Source: an optimization exercise on an open RTL-to-GDS flow (aim: small area, a short achievable clock period and few clock cycles per item). Production flows keep margins and buffers that such runs may drop. Function was checked by simulation only, so behaviour that the tests miss may differ from the original. Power is estimated from default activity; no workload was simulated.

File: flow/design.v
`timescale 1ns / 1ps
module memory_RAM
	#(
		parameter width = 8, 					 
		parameter depth_bits = 2				 
	) 
	(
		input clk,
		input write_en,
		input [depth_bits-1:0] write_address,
		input [width-1:0] write_data_in,
		input read_en,    
		input [depth_bits-1:0] read_address,
		output reg [width-1:0] read_data_out
	);
    reg [width-1:0] RAM [0:2**depth_bits-1];
    wire [depth_bits-1:0] address;
    wire enable;
    assign enable = read_en | write_en;
    assign address = write_en? write_address:read_address;
	always @(posedge clk)
	begin
		 if (enable)
		 begin
			if (write_en)
				RAM[address] <= write_data_in;
		 else
			read_data_out <= RAM[address];
		 end
	end
endmodule
module matrix_multiply
    #(  parameter width = 8,            
        parameter A_depth_bits = 3,     
        parameter B_depth_bits = 2, 
        parameter RES_depth_bits = 1
    ) 
    (
        input wire clk,                                          
        input wire rst_n,
        input wire Start,                                        
        output reg Done,                                    
        output reg A_read_en,                               
        output reg [A_depth_bits-1:0] A_read_address,       
        input wire [width-1:0] A_read_data_out,                  
        output reg B_read_en,                               
        output reg [B_depth_bits-1:0] B_read_address,       
        input wire [width-1:0] B_read_data_out,                  
        output reg RES_write_en,                            
        output reg [RES_depth_bits-1:0] RES_write_address,  
        output wire [width-1:0] RES_write_data_in           
    );
    localparam A_CNT = 1<<A_depth_bits;
    localparam B_CNT = 1<<B_depth_bits;
    reg [A_depth_bits:0] A_cnt;
    reg [B_depth_bits:0] B_cnt;
    reg [RES_depth_bits-1:0] RES_cnt;
    reg [31:0] int_result;
    wire [31:0] pre_result; 
    reg RES_out_MAC;
    reg RES_rst_MAC;
    reg RES_out_STORE;
    reg RES_rst_STORE;
    reg RES_write_en_MAC;
    reg [RES_depth_bits-1:0] RES_write_address_MAC;
	reg [1:0] start_counter;
	reg A_read_en_delay;
    always @(posedge clk or negedge rst_n) begin
        if (!rst_n) begin
            A_read_en <= 1'b0;
            B_read_en <= 1'b0;
            A_read_address <= 'b0;
            B_read_address <= 'b0;
            A_cnt <= 'b0;
            B_cnt <= 'b0;
            RES_cnt <= 'b0;
            int_result <= 'b0;
            Done <= 1'b0;
            RES_out_MAC <= 1'b0;
            RES_rst_MAC <= 1'b1;
            RES_write_en_MAC <= 1'b0;
            RES_write_address_MAC <= 'b0;
        end else if (Start) begin   
			if (A_read_en_delay) begin
                int_result <= pre_result + A_read_data_out * B_read_data_out;
			end
            if (A_cnt < A_CNT && B_cnt < B_CNT) begin
                A_read_en <= 1'b1;
                B_read_en <= 1'b1;
                RES_write_en_MAC <= 1'b0; 
                A_cnt <= A_cnt + 1;
                B_cnt <= B_cnt + 1;
                Done <= 1'b0;
                A_read_address <= A_cnt;
                B_read_address <= B_cnt;
                RES_out_MAC <= 1'b0; 
                RES_rst_MAC <= 1'b0; 
            end
            else if (A_cnt < A_CNT && B_cnt == B_CNT) begin 
                RES_write_en_MAC <= 1'b1;
                RES_cnt <= RES_cnt + 1;
                RES_write_address_MAC <= RES_cnt;
                A_cnt <= A_cnt + 1;
                B_cnt <= 'b1;  
                A_read_en <= 1'b1;
                B_read_en <= 1'b1;
                A_read_address <= A_cnt;
                B_read_address <= 'b0;
                RES_out_MAC <= 1'b1;
                RES_rst_MAC <= 1'b1;
            end
            else begin  
                A_read_en <= 1'b1;
                B_read_en <= 1'b1;
                A_read_address <= 'b0;
                B_read_address <= 'b0;
                RES_write_en_MAC <= 1'b1;
                RES_write_address_MAC <= RES_cnt;
                RES_out_MAC <= 1'b1;
                RES_rst_MAC <= 1'b1;
                A_cnt <= 'b1;
                B_cnt <= 'b1;
                RES_cnt <= 'b0;
                Done <= 1'b1;
            end
        end else begin  
            int_result <= 'b0;  
            RES_write_en_MAC <= 1'b0;
            RES_out_MAC <= 1'b0;
            RES_rst_MAC <= 1'b1; 
            A_read_en <= 1'b0;
            B_read_en <= 1'b0;
            A_cnt <= 'b0;
            B_cnt <= 'b0;
            RES_cnt <= 'b0;
            Done <= 1'b0;
            RES_write_en_MAC <= 1'b0;
            RES_write_address_MAC <= 'b0;
        end
    end 
    always @(posedge clk or negedge rst_n) begin
        if (!rst_n) begin
            RES_write_en <= 1'b0;
            RES_write_address <= 'b0;
            RES_out_STORE <= 1'b0;
            RES_rst_STORE <= 1'b1;
			A_read_en_delay <= 1'b0;
        end else begin
            RES_out_STORE <= RES_out_MAC;
            RES_rst_STORE <= RES_rst_MAC;
            RES_write_en <= RES_write_en_MAC;
            RES_write_address <= RES_write_address_MAC;
			A_read_en_delay <= A_read_en;
        end
    end
    assign RES_write_data_in = RES_out_STORE ? (int_result >> 8) : 'b0;
    assign pre_result = RES_rst_STORE ? 32'b0 : int_result;
endmodule
module myip_v1_0 
	(
		ACLK,
		ARESETN,
		S_AXIS_TREADY,
		S_AXIS_TDATA,
		S_AXIS_TLAST,
		S_AXIS_TVALID,
		M_AXIS_TVALID,
		M_AXIS_TDATA,
		M_AXIS_TLAST,
		M_AXIS_TREADY
	);
	input					ACLK;     
	input					ARESETN;  
	output	reg				S_AXIS_TREADY;   
	input	[31 : 0]		S_AXIS_TDATA;    
	input					S_AXIS_TLAST;    
	input					S_AXIS_TVALID;   
	output	reg				M_AXIS_TVALID;   
	output	wire [31 : 0]	M_AXIS_TDATA;    
	output	reg				M_AXIS_TLAST;    
	input					M_AXIS_TREADY;   
	localparam A_depth_bits = 3;  	 
	localparam B_depth_bits = 2; 	 
	localparam RES_depth_bits = 1;	 
	localparam width = 8;			 
	reg	A_write_en;								 
	reg	[A_depth_bits-1:0] A_write_address;		 
	reg	[width-1:0] A_write_data_in;			 
	wire	A_read_en;								 
	wire	[A_depth_bits-1:0] A_read_address;		 
	wire	[width-1:0] A_read_data_out;			 
	reg	B_write_en;								 
	reg	[B_depth_bits-1:0] B_write_address;		 
	reg	[width-1:0] B_write_data_in;			 
	wire	B_read_en;								 
	wire	[B_depth_bits-1:0] B_read_address;		 
	wire	[width-1:0] B_read_data_out;			 
	wire	RES_write_en;							 
	wire	[RES_depth_bits-1:0] RES_write_address;	 
	wire	[width-1:0] RES_write_data_in;			 
	reg	RES_read_en;  							 
	reg	[RES_depth_bits-1:0] RES_read_address;	 
	wire	[width-1:0] RES_read_data_out;			 
	reg	Start; 								 
	wire	Done;								 
	localparam NUMBER_OF_INPUT_WORDS  = 12;  
	localparam NUMBER_OF_INPUT_WORDS_A  = 8;  
	localparam NUMBER_OF_INPUT_WORDS_B  = 4;  
	localparam NUMBER_OF_OUTPUT_WORDS = 2;  
	localparam DATA_BITS = 8;  
	localparam Idle  = 4'b0000;
	localparam Receive = 4'b0001;
	localparam Compute = 4'b0010;
	localparam Send_wait  = 4'b0100;
	localparam Send  = 4'b1000;
	reg [3:0] state;
	reg [$clog2(NUMBER_OF_INPUT_WORDS) - 1:0] receive_counter;
	reg [$clog2(NUMBER_OF_OUTPUT_WORDS) - 1:0] send_counter;
	always @(posedge ACLK or negedge ARESETN) begin
		if (!ARESETN)
			state <= Idle;
		else
		begin
			case (state)
				Idle:
					if (S_AXIS_TVALID)
						state <= Receive;
				Receive:
					if (receive_counter == NUMBER_OF_INPUT_WORDS)
						state <= Compute;
				Compute:
					if (Done)
						state <= Send_wait;
				Send_wait:
						state <= Send;
				Send:
					if (send_counter == NUMBER_OF_OUTPUT_WORDS-1 && M_AXIS_TREADY && RES_write_en == 1'b0)
						state <= Idle;
			endcase
		end
	end
	always @(posedge ACLK) begin
		case (state)
			Idle: begin
				S_AXIS_TREADY <= 1'b0;
				M_AXIS_TVALID <= 1'b0;
				M_AXIS_TLAST <= 1'b0;
				A_write_en <= 1'b0;
				A_write_address <= 'b0;
				A_write_data_in <= 'b0;
				B_write_en <= 1'b0;
				B_write_address <= 'b0;
				B_write_data_in <= 'b0;
				RES_read_en <= 1'b0;
				RES_read_address <= 'b0;
				Start <= 1'b0;
				receive_counter <= 'b0;
				send_counter <= 'b0;
			end
			Receive: begin
				S_AXIS_TREADY <= 1'b1;
				if (S_AXIS_TVALID && S_AXIS_TREADY) begin
					if (receive_counter < NUMBER_OF_INPUT_WORDS_A) begin
						B_write_en <= 1'b0;
						A_write_en <= 1'b1;
						A_write_address <= receive_counter[A_depth_bits-1:0];  
						A_write_data_in <= S_AXIS_TDATA[DATA_BITS-1:0]; 
					end else begin
						A_write_en <= 1'b0;
						B_write_en <= 1'b1;
						B_write_address <= (receive_counter - NUMBER_OF_INPUT_WORDS_A);
						B_write_data_in <= S_AXIS_TDATA[DATA_BITS-1:0]; 
					end
					receive_counter <= receive_counter + 1;
				end
				else begin
					A_write_en <= 1'b0;
					B_write_en <= 1'b0;
					receive_counter <= receive_counter;
				end
			end
			Compute: begin
				B_write_en <= 1'b0;
				A_write_en <= 1'b0;
				S_AXIS_TREADY <= 1'b0;
				Start <= 1'b1;
			end
			Send_wait: begin
				Start <= 1'b0;
				RES_read_en <= 1'b1;
				RES_read_address <= send_counter[RES_depth_bits-1:0];
			end
			Send: begin
				M_AXIS_TVALID <= 1'b1;
				RES_read_en <= 1'b1;
				if (M_AXIS_TREADY) begin
					send_counter <= send_counter + 1;
					RES_read_address <= send_counter + 1;
				end
				else begin
					send_counter <= send_counter;
					RES_read_address <= send_counter;
				end
				if (send_counter == NUMBER_OF_OUTPUT_WORDS - 1)
					M_AXIS_TLAST <= 1'b1;
			end
		endcase
	end
	assign M_AXIS_TDATA = {{(32-DATA_BITS){1'b0}}, RES_read_data_out};
	memory_RAM 
	#(
		.width(width), 
		.depth_bits(A_depth_bits)
	) A_RAM 
	(
		.clk(ACLK),
		.write_en(A_write_en),
		.write_address(A_write_address),
		.write_data_in(A_write_data_in),
		.read_en(A_read_en),    
		.read_address(A_read_address),
		.read_data_out(A_read_data_out)
	);
	memory_RAM 
	#(
		.width(width), 
		.depth_bits(B_depth_bits)
	) B_RAM 
	(
		.clk(ACLK),
		.write_en(B_write_en),
		.write_address(B_write_address),
		.write_data_in(B_write_data_in),
		.read_en(B_read_en),    
		.read_address(B_read_address),
		.read_data_out(B_read_data_out)
	);
	memory_RAM 
	#(
		.width(width), 
		.depth_bits(RES_depth_bits)
	) RES_RAM 
	(
		.clk(ACLK),
		.write_en(RES_write_en),
		.write_address(RES_write_address),
		.write_data_in(RES_write_data_in),
		.read_en(RES_read_en),    
		.read_address(RES_read_address),
		.read_data_out(RES_read_data_out)
	);
	matrix_multiply 
	#(
		.width(width), 
		.A_depth_bits(A_depth_bits), 
		.B_depth_bits(B_depth_bits), 
		.RES_depth_bits(RES_depth_bits) 
	) matrix_multiply_0
	(									
		.clk(ACLK),
		.Start(Start),  
		.Done(Done),
		.rst_n(ARESETN),
		.A_read_en(A_read_en),
		.A_read_address(A_read_address),
		.A_read_data_out(A_read_data_out),
		.B_read_en(B_read_en),
		.B_read_address(B_read_address),
		.B_read_data_out(B_read_data_out),
		.RES_write_en(RES_write_en),
		.RES_write_address(RES_write_address),
		.RES_write_data_in(RES_write_data_in)
	);
endmodule
File: flow/run.sh
#!/bin/bash
# synth_recipe.tcl (not shown) runs the flow's synth.tcl, then flattens the netlist and writes it again
# the make line also repeats each setting of config.mk as NAME=value (left out here)
make -C /OpenROAD-flow-scripts/flow DESIGN_CONFIG=/design/flow/config.mk WORK_HOME=/design/flow/orfs CLKGATE_MAP_FILE= SYNTH_SCRIPT=/design/flow/synth_recipe.tcl finish
File: flow/config.mk
export PLATFORM = sky130hd
export DESIGN_NAME = myip_v1_0
export DESIGN_NICKNAME = myip_v1_0
export VERILOG_FILES = /design/flow/design.v
export SDC_FILE = /design/flow/constraint.sdc
export NUM_CORES = 4
export LEC_CHECK = 0
export CAP_MARGIN = 20
export CORE_MARGIN = 2
export CORE_UTILIZATION = 40
export SLEW_MARGIN = 20
File: flow/constraint.sdc
create_clock -name core_clock -period 6.0 [get_ports {ACLK}]
set_input_delay 1.2000 -clock core_clock [delete_from_list [all_inputs] [get_ports {ACLK}]]
set_output_delay 1.2000 -clock core_clock [all_outputs]
set_load 0.01 [all_outputs]
==> flow_summary.toml <==
[status]
status = "complete, no violations"

[pwr]
p_leak_nw = 4.56
powerDensity_nw_per_um2 = 236
seqPwrFrac_pct = 53.0
ir_drop_uv = 201
sw_frac_of_total_pct = 19.3
pwr-share-comb_pct = 0.7
switchingPower_uw = 572
internal_power_mw = 2.39
clkPwrFrac_pct = 46.3

[routing]
via_per_inst = 4.86
routedWlPerCell_um = 15.0
first_pass_iters = 4
postRouteAntennaNets = 0
drt_iter0_markers = 322
finalWirelength_um = 20100
drc = 0
vias = 6519

[synthesis]
synth_most_common_cell = "edfxtp_1"
syn_area_um2 = 11100
synth_top_area_share_pct = 46.0
ys_async_sr_fraction_pct = 19.8
synthCells = 906
syn_avg_cell_area_um2 = 12.2
ys_ff_latch = 212
synth_seq_area_share_pct = 55.5
yosys.cell_types.count = 57
synthFlopType = "edfxtp_1"
synth_edf_count = 170
yosys_warnings = 5
synth.area.top_cells = "edfxtp_1 46%, dfrtp_1 9.0%, fa_1 6.7%, ha_1 6.4%, nand2_1 3.9%"
yosys-top-cells-count = "170 x edfxtp_1, 114 x nand2_1, 69 x inv_1"
yosys.area.top_type = "edfxtp_1"

[clocking]
htree_levels = 1
numClockSinks = 212
clk_latency_ns = 0.51
numCtsBuffers = 23
clock_path_buffers = 3
cts.clk_slew.worst_paths_ns = 0.07
root_buffer = "clkbuf_16"
cts_tree = "done"

[placement]
hpwl_um = 13900
gp_congestion = 0.787
place_area_um2 = 11700
port_buffers = 22

[die]
dieHeight_um = 170
core_um2 = 27100
placementRows = 60
ios = 72
initial_core_util_pct = 40.9
die-area_um2 = 29100
die_width_um = 170

[layout]
drive_above_1_share_pct = 10.1
nets = 1083
area_growth_syn_to_layout_pct = 13.3
fin_util_pct = 46.4
fillers = 2490
fin_area_um2 = 12600
diodes = 0

[min_path]
holdCritStartpoint = "matrix_multiply_0.RES_out_MAC"
hold_end = "matrix_multiply_0.RES_write_en"
hold_path.class = "flip-flop to flip-flop"
holdPathStages = 0

[critical_path]
start_kind = "flip-flop"
path_buf_inv = 3
crit_path_frequent_cell = "fa_1"
cp.required_ns = 6.43
slowest_stage = "fa_1"
arrival_ns = 6.18
r2r_cells = 21
max_stage_delay_ns = 0.55
path_delay_family = "adder cells"
rr_endpoint = "matrix_multiply_0.int_result[15]"
path_class = "flip-flop to flip-flop"
r2r_start = "B_RAM.read_data_out[6]"
cp-end-kind = "flip-flop"
crit_chain = "buf_4, and2_1, fa_1, fa_1, fa_1, inv_1, fa_1, inv_1, ha_1, and3_2, a32o_1, or4_4, nand2_2, xnor2_2, ha_1, a21o_1, a21o_1, a21oi_1, o21ai_1, or3_1, o211ai_1"
path_max_fanout = 6
reg2reg_slack_ns = 0.25

[grt]
grt_pass1_vias = 6408
grt_max_degree = 43
grt-ovfl-total = 0
grt_first_pass_wirelength_um = 33100
grtUsageTotal_pct = 14.4
antenna_found_initial = 0

[sta]
final.setup.tns_ns = 0
fmax_mhz = 174
setup_viol = 0
fin_crit_ns = 5.75
final_hold_viol_count = 0
tightest_slew_ns = 1.02
holdWs_ns = 0.354
skew_ns = 0.0136
fin_crit_sh_pct = 95.9
slew_headroom_pct = 31.9
slew_violations = 0

[run]
drv_cap = 0
[state kept, by name (all words and copies together) (netlist names), 2 cells and up]
name                              cells
A_RAM.RAM                            64
A_RAM.read_data_out                   8
A_write_address                       3
A_write_data_in                       8
B_RAM.RAM                            32
B_RAM.read_data_out                   8
B_write_address                       2
B_write_data_in                       8
RES_RAM.RAM                          16
RES_RAM.read_data_out                 8
matrix_multiply_0.A_cnt               4
matrix_multiply_0.A_read_address      3
matrix_multiply_0.B_cnt               3
matrix_multiply_0.B_read_address      2
matrix_multiply_0.int_result         16
receive_counter                       4
state                                 4
[area by class of cell]
class	count	area (um2)	share of cell area, %
clock buffer	29	618	4.92
clock inverter	13	120	0.956
inverter	69	259	2.06
multi-input combinational	598	4530	36.1
tap	372	465	3.70
sequential	212	6160	49.0
timing repair buffer	48	413	3.29
[how the worst max path moves through the flow]
stage                                      start                                to  depth (start not counted)
after floorplan           B_RAM.read_data_out[7]  matrix_multiply_0.int_result[15]                         22
after global placement    B_RAM.read_data_out[7]  matrix_multiply_0.int_result[15]                         22
after detailed placement  B_RAM.read_data_out[7]  matrix_multiply_0.int_result[15]                         22
after CTS                 B_RAM.read_data_out[7]  matrix_multiply_0.int_result[15]                         22
after global routing      A_RAM.read_data_out[2]  matrix_multiply_0.int_result[15]                         21
final                     B_RAM.read_data_out[6]  matrix_multiply_0.int_result[15]                         21
[worst register-to-register path, delay by kind of cell, from the launching register on]
family / cells / cell delay, ns
AO/OA/AOI/OAI: 6 / 0.94
XOR/XNOR: 1 / 0.11
adder cells (fa/ha/maj): 6 / 2.65
buffers and inverters: 3 / 0.28
flip-flops: 1 / 0.47
AND/OR/NAND/NOR: 5 / 1.22
[metrics by stage]
step	cells	total power, mW	setup WS [ns]
6_report	1341	2.96	0.247
5_1_grt	1341	3.06	-0.00219
4_1_cts	1335	2.99	0.0190
3_5_place_dp	1293	1.62	0.0730
3_3_place_gp	1293	1.62	0.0793
2_1_floorplan	929	1.62	0.455
[power by group through the flow]
stage	combinational, mW	sequential [mW]	clock, mW
after global placement	0.0204	1.60	0
after floorplan	0.0204	1.60	0
after detailed placement	0.0206	1.60	0
after global routing	0.0237	1.57	1.47
final	0.0204	1.57	1.37
after CTS	0.0207	1.57	1.40
[repair_timing]
item | in CTS | in global routing
endpoints found under the setup margin | 0 | 3
resized for setup | 0 | 8
hold buffers | 0 | 0
buffers inserted | 0 | 6
hold endpoints to repair | 0 | 0
[cell usage in the layout (no fill, tap or decap), drive strengths merged, types with 10 or more instances in the layout]
master	Yosys	layout
mux4	10	10
clkbuf	23	29
clkdlybuf4s50	0	21
nor2b	29	29
ha	57	57
buf	27	27
xnor2	17	17
o21ai	34	34
a21oi	14	14
and3	14	14
xor2	10	10
mux2	10	10
inv	69	71
nand2b	11	11
conb	1	24
dfrtp	40	40
nor3	11	11
edfxtp	170	170
nand2	114	114
nor2	39	39
nand3	26	26
o211ai	10	10
and2	60	60
fa	37	37
[cells by family (layout without fill, tap and decap cells)]
kind of cell	after synthesis	in the layout	synth area share [%]
multiplexers	29	29	3.86
flip-flops	212	212	55.5
buffers and inverters	119	159	4.85
adder cells (fa/ha/maj)	94	94	13.1
other	1	24	0.0338
AND/OR/NAND/NOR	320	320	14.3
AO/OA/AOI/OAI	104	104	6.14
XOR/XNOR	27	27	2.13
[per-layer routing]
metal,wire [um],vias up,global-route usage (%)
met5,0,-,0
met4,341,0,3.57
met3,688,32,2.37
met2,9840,93,24.0
met1,9240,3192,19.7
li1,-,3202,-
Testbench counts, summed over its fixed seeds: cycles 9,288, items 320.

separate check: timing with driven ports:
Ports are ideal in the flow. The routed layout listed here was re-timed in OpenROAD. Step 1 assumes that a clkbuf_16 drives the clock port and a buf_2 every other input. Step 2 times the ports against the registers' clock, not the clock port: input delays grow and output delays shrink by t, the midpoint of the rising clock arrivals with the driver on. Three values: ideal, step 1, step 2; two values: the first two.
shift t [ns]: 0.545
setup slack, ns: 0.247 / 0.247 / 0.247
worst hold slack (ns): 0.354 / 0.354 / 0.354
worst slew at a driven data input, ns: 0.03
After both steps setup and hold are still met in this run. The setup slack of this run moves by 0.000 ns with the drivers and by 0.000 ns with both steps.
